What follows belongs to an exercise in optimizing a design on an open flow for small area and a short achievable clock period; a production flow would make more cautious choices.
RTL that was checked went through simulation tests only; none was proved equivalent to the original.
No activity file was given, so power comes from the tool's default toggle rates.

==> flow/design.v <==
module lcm_32(
    input wire [32-1:0] ina, inb,
    input wire clk,
    input wire rst_n,
    output wire [64-1:0] result,
    output reg ready_n);
    reg        gcd_ph, div_ph, mul_ph;    
    reg [31:0] u, v, w;
    reg [5:0]  cnt;
    reg        rst_q;
    reg         add_q, sub_q;
    wire [31:0] y   = ({32{add_q}} & v) | ({32{sub_q}} & {~v[31:1], 1'b1});
    wire [32:0] a   = {1'b0, u} + {1'b0, y};
    wire [31:0] ash = {a[32] & mul_ph, a[31:1]};
    assign result = {u, w};
    wire u0_nx  = !rst_q ? ina[0] :
                  gcd_ph ? ((u == 32'd0) ? ina[0] : (!u[0] || (v[0] && a[32])) ? a[1] : 1'b1) :
                  (div_ph || mul_ph) ? a[1] : u[0];
    wire w0_nx  = (div_ph || mul_ph) ? w[1] : w[0];
    wire mul_nx = rst_q && ((div_ph && cnt == 6'd1) || (mul_ph && cnt != 6'd1));
    always @(posedge clk) begin
        add_q <= mul_nx & w0_nx;
        sub_q <= ~mul_nx & u0_nx;
    end
    always @(posedge clk) begin
        rst_q <= rst_n;
        if (!rst_n || !rst_q)
            ready_n <= 1'b1;
        else if (mul_ph && cnt == 6'd1)
            ready_n <= 1'b0;
    end
    always @(posedge clk) begin
        if (!rst_q) begin
            gcd_ph  <= 1'b1;
            div_ph  <= 1'b0;
            mul_ph  <= 1'b0;
            u       <= ina;
            v       <= inb;
            cnt     <= 6'd0;
        end else if (gcd_ph) begin
            if (u == 32'd0) begin
                u      <= ina;
                cnt[5] <= 1'b1;
                gcd_ph <= 1'b0;
                div_ph <= 1'b1;
            end else if (!u[0]) begin
                u <= ash;
                if (!v[0]) begin
                    v   <= v >> 1;
                    cnt <= cnt + 6'd1;
                end
            end else if (!v[0]) begin
                v <= v >> 1;
            end else if (a[32]) begin  
                u <= ash;
            end else begin
                u <= v;
                v <= u;
            end
        end else if (div_ph) begin
            u   <= ash;
            w   <= {u[0], w[31:1]};
            cnt <= cnt - 6'd1;
            if (cnt == 6'd1) begin
                v      <= inb;
                cnt    <= 6'd32;
                div_ph <= 1'b0;
                mul_ph <= 1'b1;
            end
        end else if (mul_ph) begin
            u   <= ash;
            w   <= {a[0], w[31:1]};
            cnt <= cnt - 6'd1;
            if (cnt == 6'd1) mul_ph <= 1'b0;
        end
    end
endmodule
clock: 10.0 ns
lec_check: 0
cap_margin: 20
core_margin: 2
core_utilization: 40
slew_margin: 20
standard.sh (not shown) runs the stock make flow with config.mk's settings and CLKGATE_MAP_FILE= SYNTH_SCRIPT=/design/flow/synth_recipe.tcl, a recipe that flattens the netlist after the stock synthesis.
==> flow/flow/run.sh <==
#!/bin/bash
# The standard layout (standard.sh: the standard flow's synthesis and the ORFS steps, with
# the design's constraints unchanged), with two settings changed:
#  - ORFS's timing repair is asked to leave a setup margin, so that it also
#    works the paths that already meet the design's clock period;
#  - the buffer put on every input and output port is buf_1.
# standard.sh's full output goes to standard_flow.log.
set -euo pipefail
MARGIN=${MARGIN:-6.4}
bash standard.sh \
    SETUP_SLACK_MARGIN=$MARGIN \
    TNS_END_PERCENT=100 \
    "BUFFER_PORTS_ARGS=-buffer_cell sky130_fd_sc_hd__buf_1" \
    finish > standard_flow.log 2>&1
Next try:
==> flow/design.v (replaced) <==
module lcm_32(
    input wire [32-1:0] ina, inb,
    input wire clk,
    input wire rst_n,
    output wire [64-1:0] result,
    output reg ready_n);
    reg        gcd_ph, div_ph, mul_ph;    
    reg [31:0] u, v, w;
    reg [5:0]  cnt;
    wire [31:0] y   = mul_ph ? (v & {32{w[0]}}) : ({~v[31:1], 1'b1} & {32{u[0]}});
    wire [32:0] a   = {1'b0, u} + {1'b0, y};
    wire [31:0] ash = {a[32] & mul_ph, a[31:1]};
    assign result = {u, w};
    always @(posedge clk) begin
        if (!rst_n) begin
            gcd_ph  <= 1'b1;
            div_ph  <= 1'b0;
            mul_ph  <= 1'b0;
            u       <= ina;
            v       <= inb;
            cnt     <= 6'd0;
            ready_n <= 1'b1;
        end else if (gcd_ph) begin
            if (u == 32'd0) begin
                u      <= ina;
                cnt[5] <= 1'b1;
                gcd_ph <= 1'b0;
                div_ph <= 1'b1;
            end else if (!u[0]) begin
                u <= ash;
                if (!v[0]) begin
                    v   <= v >> 1;
                    cnt <= cnt + 6'd1;
                end
            end else if (!v[0]) begin
                v <= v >> 1;
            end else if (a[32]) begin  
                u <= ash;
            end else begin
                u <= v;
                v <= u;
            end
        end else if (div_ph) begin
            u   <= ash;
            w   <= {u[0], w[31:1]};
            cnt <= cnt - 6'd1;
            if (cnt == 6'd1) begin
                v      <= inb;
                cnt    <= 6'd32;
                div_ph <= 1'b0;
                mul_ph <= 1'b1;
            end
        end else if (mul_ph) begin
            u   <= ash;
            w   <= {a[0], w[31:1]};
            cnt <= cnt - 6'd1;
            if (cnt == 6'd1) begin
                mul_ph  <= 1'b0;
                ready_n <= 1'b0;
            end
        end
    end
endmodule
Outcome: The changed run finished clean; hold slack got worse by 0.0068 ns; count of clock-buffer cells in the layout does not change; wire length came out higher by 5.6%; total power came out lower by 1.8%; register-to-register slack got worse by 0.11 ns; sequential share of layout area came out lower by 0.93 points; worst setup slack got worse by 0.11 ns; cell area came out higher by 0.40%.

========
Setup of run 4:
RTL: one of the versions met above, not the one the previous note started from.
Size: roughly 690 cells after synthesis, roughly 130 I/O pins, ~6800 um^2 of cells after synthesis.
==> module lcm_32, before the edit <==
module lcm_32(
    input wire [32-1:0] ina, inb,
    input wire clk,
    input wire rst_n,
    output wire [64-1:0] result,
    output reg ready_n);
    reg        gcd_ph, div_ph, mul_ph;    
    reg [31:0] u, v, w;
    reg [5:0]  cnt;
    wire [31:0] y   = mul_ph ? (v & {32{w[0]}}) : ({~v[31:1], 1'b1} & {32{u[0]}});
    wire [32:0] a   = {1'b0, u} + {1'b0, y};
    wire [31:0] ash = {a[32] & mul_ph, a[31:1]};
    assign result = {u, w};
    always @(posedge clk) begin
        if (!rst_n) begin
            gcd_ph  <= 1'b1;
            div_ph  <= 1'b0;
            mul_ph  <= 1'b0;
            u       <= ina;
            v       <= inb;
            cnt     <= 6'd0;
            ready_n <= 1'b1;
        end else if (gcd_ph) begin
            if (u == 32'd0) begin
                u      <= ina;
                cnt[5] <= 1'b1;
                gcd_ph <= 1'b0;
                div_ph <= 1'b1;
            end else if (!u[0]) begin
                u <= ash;
                if (!v[0]) begin
                    v   <= v >> 1;
                    cnt <= cnt + 6'd1;
                end
            end else if (!v[0]) begin
                v <= v >> 1;
            end else if (a[32]) begin  
                u <= ash;
            end else begin
                u <= v;
                v <= u;
            end
        end else if (div_ph) begin
            u   <= ash;
            w   <= {u[0], w[31:1]};
            cnt <= cnt - 6'd1;
            if (cnt == 6'd1) begin
                v      <= inb;
                cnt    <= 6'd32;
                div_ph <= 1'b0;
                mul_ph <= 1'b1;
            end
        end else if (mul_ph) begin
            u   <= ash;
            w   <= {a[0], w[31:1]};
            cnt <= cnt - 6'd1;
            if (cnt == 6'd1) begin
                mul_ph  <= 1'b0;
                ready_n <= 1'b0;
            end
        end
    end
endmodule
Settings: LEC_CHECK=0, CAP_MARGIN=20, CORE_MARGIN=2, CORE_UTILIZATION=40, SLEW_MARGIN=20; clock period 10.0 ns.
==> flow/flow/run.sh <==
#!/bin/bash
# The standard layout (standard.sh: the standard flow's synthesis and the ORFS steps, with
# the design's constraints unchanged), with two settings changed:
#  - ORFS's timing repair is asked to leave a setup margin, so that it also
#    works the paths that already meet the design's clock period;
#  - the buffer put on every input and output port is buf_1.
# standard.sh's full output goes to standard_flow.log.
set -euo pipefail
MARGIN=${MARGIN:-6.7}
bash standard.sh \
    SETUP_SLACK_MARGIN=$MARGIN \
    TNS_END_PERCENT=100 \
    "BUFFER_PORTS_ARGS=-buffer_cell sky130_fd_sc_hd__buf_1" \
    finish > standard_flow.log 2>&1
Having completed the whole flow, run 4 delivered a layout that passed the timing, DRC and antenna checks.
Edits applied to the flow inputs when going from run 4 to run 2:
-- flow/design.v --
<<< run 4, line 8
    reg [31:0] u, v, w;
    reg [5:0]  cnt;
    wire [31:0] y   = mul_ph ? (v & {32{w[0]}}) : ({~v[31:1], 1'b1} & {32{u[0]}});
    wire [32:0] a   = {1'b0, u} + {1'b0, y};
>>> run 2, line 8
    reg [31:0] u, v, w;
    reg [5:0]  cnt;
    reg        rst_q;
    wire [31:0] y   = mul_ph ? (v & {32{w[0]}}) : ({~v[31:1], 1'b1} & {32{u[0]}});
    wire [32:0] a   = {1'b0, u} + {1'b0, y};
<<< run 4, line 13
    assign result = {u, w};
    always @(posedge clk) begin
        if (!rst_n) begin
            gcd_ph  <= 1'b1;
            div_ph  <= 1'b0;
>>> run 2, line 14
    assign result = {u, w};
    always @(posedge clk) begin
        rst_q <= rst_n;
        if (!rst_n || !rst_q)
            ready_n <= 1'b1;
        else if (mul_ph && cnt == 6'd1)
            ready_n <= 1'b0;
    end
    always @(posedge clk) begin
        if (!rst_q) begin
            gcd_ph  <= 1'b1;
            div_ph  <= 1'b0;
<<< run 4, line 20
            v       <= inb;
            cnt     <= 6'd0;
            ready_n <= 1'b1;
        end else if (gcd_ph) begin
            if (u == 32'd0) begin
>>> run 2, line 28
            v       <= inb;
            cnt     <= 6'd0;
        end else if (gcd_ph) begin
            if (u == 32'd0) begin
<<< run 4, line 55
            w   <= {a[0], w[31:1]};
            cnt <= cnt - 6'd1;
            if (cnt == 6'd1) begin
                mul_ph  <= 1'b0;
                ready_n <= 1'b0;
            end
        end
    end
>>> run 2, line 62
            w   <= {a[0], w[31:1]};
            cnt <= cnt - 6'd1;
            if (cnt == 6'd1) mul_ph <= 1'b0;
        end
    end
In the reports for run 4 and run 2, the larger routed wire length belongs to run 4.
Looking at internal power summed over all cells across run 4 and run 2, the one that comes out lower is run 4.
The critical path capture point comes out v[18] in one run and u[8] in the other, namely in run 2 and run 4 respectively.
Run 2 vs run 4 on fraction of standard cell area that is sequential: run 2 is the higher one.
The lower share of the clock period used by the worst path after layout came out of run 4.
Of the two candidates, run 4 has the worse clock power and run 2 the better one.
Compared with run 4, in run 2 maximum clock rate dropped about 4.7%, met1 track demand over resource in global routing dropped 1.7 points, global-route wire length before repair dropped about 5.5%, cell depth of the worst setup path climbed 4.
| synthesis-to-layout area growth | run 2 vs run 4 | 6.2 points lower |
Function not checked in run 2: the RTL went through the layout flow alone.

## afterwards: timing with drivers on the ports
The flow's constraints put no driver on any port. The routed layouts listed below were extracted and timed again, unchanged, in two steps. Step 1 (the two cells are an assumption about what drives the block):
set clk [get_ports {clk}]
set_driving_cell -lib_cell sky130_fd_sc_hd__clkbuf_16 $clk
set_driving_cell -lib_cell sky130_fd_sc_hd__buf_2 [delete_from_list [all_inputs] $clk]
Step 2 times the ports against the registers' clock, not the clock port: input delays grow and output delays shrink by t, the midpoint of the rising clock arrivals with the driver on. Slacks: no drivers / after step 1 / after step 2; pairs: no drivers / after step 1.
run	shift t [ns]	setup WS [ns]	worst setup path after step 2	slew at the worst register clock pin (ns)	worst data-port slew with drivers (ns)
the first run of note 1	0.409	6.589 / 6.589 / 6.589	register to register	0.09 / 0.09	0.05
the second run of note 1	0.407	6.481 / 6.481 / 6.186	input to register	0.08 / 0.08	0.05
run 4	0.411	6.603 / 6.603 / 6.427	input to register	0.10 / 0.10	0.05
run 2	0.406	6.436 / 6.436 / 6.436	register to register	0.09 / 0.09	0.05
After both steps every run listed still meets setup and hold. For the second run of note 1, which loses most, drivers alone change the setup slack by 0.000 ns; drivers and shift together by -0.295 ns.
